From an optimization exercise on the open Yosys and OpenROAD flow, aimed at small area, a short achievable clock period and few clock cycles; shortcuts taken in it are not production practice. The RTL was checked by simulation tests, not by an equivalence proof against the original design. Power and IR drop assume default switching activity.

==> 06-17 <==
==> flow/design.v (excerpt) <==
module LASER (
input CLK,
input RST,
input [3:0] X,
input [3:0] Y,
output reg [3:0] C1X,
output reg [3:0] C1Y,
output reg [3:0] C2X,
output reg [3:0] C2Y,
output reg DONE
);
export LEC_CHECK = 0
export ABC_AREA = 1
export CAP_MARGIN = 20
export CORE_MARGIN = 2
export CORE_UTILIZATION = 40
export SLEW_MARGIN = 20
create_clock -name core_clock -period 13.0 [get_ports {CLK}]
standard.sh (not shown) runs the stock make flow with config.mk's settings and CLKGATE_MAP_FILE= SYNTH_SCRIPT=/design/flow/synth_recipe.tcl, a recipe that flattens the netlist after the stock synthesis.
==> flow/flow/run.sh <==
#!/bin/bash
# The standard layout (the standard.sh), except that
#  * synthesis swaps in cell netlists for the per-point blocks and the
#    adders (swap.tcl), and
#  * ORFS's timing repair (after floorplan, CTS and global routing) works
#    towards a setup slack of MARGIN ns at the design's clock period,
#    instead of only to a slack of 0, so that it sizes up the cells of the
#    longest paths.
set -euo pipefail
MARGIN=9.2
here=$(cd "$(dirname "$0")" && pwd)
work=$(dirname "$here")
cd "$work"
sed "s#^make -C #make SYNTH_CANONICALIZE_TCL=$here/swap.tcl SETUP_SLACK_MARGIN=$MARGIN MATCH_CELL_FOOTPRINT=0 -C #" standard.sh > swapped_standard.sh
grep -q "SYNTH_CANONICALIZE_TCL=" swapped_standard.sh
bash swapped_standard.sh > make.log 2>&1
Other scripts of this flow, unchanged in this note and not shown: flow/flow/gates.v, flow/flow/swap.tcl
==> 06-25 (differences from 06-17) <==
- ABC_AREA: 1 -> 0
- CTS_CLUSTER_DIAMETER: unset -> 100
- CTS_CLUSTER_SIZE: unset -> 22
==> 09-24 (differences from 06-17) <==
- CORE_UTILIZATION: 40 -> 60
- CTS_CLUSTER_DIAMETER: unset -> 100
- CTS_CLUSTER_SIZE: unset -> 22
==> 02-07 (differences from 06-17) <==
- CTS_CLUSTER_DIAMETER: unset -> 100
- CTS_CLUSTER_SIZE: unset -> 22
==> notes <==
- The highest final cell count belongs to 06-17, the lowest to 09-24.
- The lowest clock skew belongs to 02-07, the highest to 09-24.
- In sequential power, 09-24 and 06-25 hardly differ.
- The lowest cell area belongs to 09-24, the highest to 06-25.
- 02-07 finished with timing, DRC and antenna clean. 06-17 produced a clean layout. 06-25 passed the timing, DRC and antenna checks. 09-24 completed with no timing, DRC or antenna violations.
- First-iteration DRC count: 02-07 < 06-17 < 06-25 < 09-24.
- Between 06-25 and 02-07, the lower die area is in 02-07 (gap 0.76%, measured against 02-07).
- In 06-25 the fmax is smaller than in 02-07, by about 17%.
==> figures <==
quantity	06-17	06-25	02-07	09-24
Global-route wire length before repair	249100 um	247100 um	246800 um	240500 um
GR met3 Demand/Resource	4.773%	4.749%	4.194%	7.727%
Share of synthesized area occupied by flip-flops and latches	33.13%	32.88%	33.13%	33.13%
Routed length on met2	75210 um	75620 um	74460 um	70900 um
Worst setup timing slack at the placement stage	8.500 ns	7.086 ns	8.500 ns	8.647 ns
Clock Pin Slew Worst Setup and Hold Paths	0.06 ns	0.09 ns	0.09 ns	0.09 ns
Power, Total	5025 uW	3970 uW	4015 uW	3850 uW
Taps Inserted	1536	1612	1536	1050
Sequential cell area	0.01590 mm2	0.01596 mm2	0.01593 mm2	0.01595 mm2
Outcome	no timing/DRC/antenna violations	no timing/DRC/antenna violations	no timing/DRC/antenna violations	no timing/DRC/antenna violations
Fill count	11360	11270	11500	6451
Post-synthesis share of cell area spent on full adders, half adders and majority gates	19.64%	19.96%	19.64%	19.64%
Worst-case setup margin in the final layout	9.161 ns	8.344 ns	9.115 ns	9.154 ns
Number of setup buffers added after CTS	9	78	9	29
Post-layout util	46.93%	46.49%	45.72%	68.41%
Maximum number of pins on one net before global-route repair	65	63	65	65
Testbench counts of 06-17, summed over its fixed seeds: cycles 11,144.
Testbench counts of 06-25, summed over its fixed seeds: cycles 11,144.
Testbench counts of 09-24, summed over its fixed seeds: cycles 11,144.
Testbench counts of 02-07, summed over its fixed seeds: cycles 11,144.

========
==> inputs of v9 <==
LASER again, from the RTL that the note above started with.
Settings: LEC_CHECK=0, ABC_AREA=1, CAP_MARGIN=20, CORE_MARGIN=2, CORE_UTILIZATION=55, CTS_CLUSTER_DIAMETER=100, CTS_CLUSTER_SIZE=26, SLEW_MARGIN=20; clock period 13.0 ns.
==> flow/flow/run.sh <==
#!/bin/bash
# The standard layout (the standard.sh), except that
#  * synthesis swaps in cell netlists for the per-point blocks and the
#    adders (swap.tcl), and
#  * ORFS's timing repair (after floorplan, CTS and global routing) works
#    towards a setup slack of MARGIN ns at the design's clock period,
#    instead of only to a slack of 0, so that it sizes up the cells of the
#    longest paths.
set -euo pipefail
MARGIN=9.25
here=$(cd "$(dirname "$0")" && pwd)
work=$(dirname "$here")
cd "$work"
sed "s#^make -C #make SYNTH_CANONICALIZE_TCL=$here/swap.tcl SETUP_SLACK_MARGIN=$MARGIN MATCH_CELL_FOOTPRINT=0 -C #" standard.sh > swapped_standard.sh
grep -q "SYNTH_CANONICALIZE_TCL=" swapped_standard.sh
bash swapped_standard.sh > make.log 2>&1
Other scripts of this flow, unchanged in this note and not shown: flow/flow/gates.v, flow/flow/swap.tcl
==> v25: changes against v9 <==
--- a/flow/flow/run.sh
+++ b/flow/flow/run.sh
@@ -9,3 +9,3 @@
 set -euo pipefail
-MARGIN=9.25
+MARGIN=9.35
 here=$(cd "$(dirname "$0")" && pwd)
Settings changed: CORE_UTILIZATION 55 to 40, CTS_CLUSTER_SIZE 26 to 22.
==> notes <==
- Worst hold slack: v9 is worse than v25 (13 ps).
- Of v9 and v25, v9 has the higher critical path depth (gap 25).
- Fmax is about the same in v9 and v25.
- Against v9, the clock power of v25 is higher by about 7%.
- In v25 the sequential share of layout area is lower than in v9, by 0.77 points.
==> figures <==
item	v9	v25
Result of the run	finished clean	finished clean
Net Switching	848 uW	869 uW
Final Routed Wirelength	163 mm	170 mm
Hold WS	341 ps	354 ps
Met2 routing resource usage after global routing	54.4%	42.7%
WL per Instance	22.3 um	21.8 um
Non-clock buffer share	2.06%	2.77%
Worst R2R End	colsel[6]	colsel[7]
Worst Skew	46.4 ps	63.0 ps
Layout-to-synthesis area ratio	1.125x	1.163x
Inserted tap cell count	1155	1536
Required time of the worst setup path	13450 ps	10400 ps
Testbench counts of v9, summed over its fixed seeds: cycles 11,144.
Testbench counts of v25, summed over its fixed seeds: cycles 11,144.

-- re-timing with driven ports --
How much do the figures lean on ideal ports? The routed layouts below were timed once more, with nothing changed but the port constraints. Step 1, drivers: a clkbuf_16 drives CLK and a buf_2 each remaining input, both assumed. Step 2 adds t to the input delays and takes it off the output delays; t is the mean of the earliest and latest rising clock arrival at the registers after step 1. Input paths then give back, and output paths get back, about the clock's delay inside the block. Three values: no drivers, after step 1, after step 2; two values: the first two.
run	t (ns)	slack for setup (ns)	worst setup path after step 2	worst register clock-pin slew, ns
06-17	0.750	9.161 / 9.092 / 8.657	input to register	0.07 / 0.07
06-25	0.744	8.344 / 8.344 / 8.344	register to register	0.10 / 0.10
09-24	0.685	9.154 / 9.147 / 8.758	input to register	0.10 / 0.10
02-07	0.736	9.115 / 9.100 / 8.662	input to register	0.10 / 0.10
v9	0.693	9.196 / 9.135 / 8.730	input to register	0.11 / 0.11
v25	0.719	9.194 / 9.117 / 8.808	input to register	0.10 / 0.10
After both steps setup and hold are still met in every run listed. The setup slack of 06-17, which loses most, moves by -0.069 ns with the drivers and by -0.504 ns with both steps.
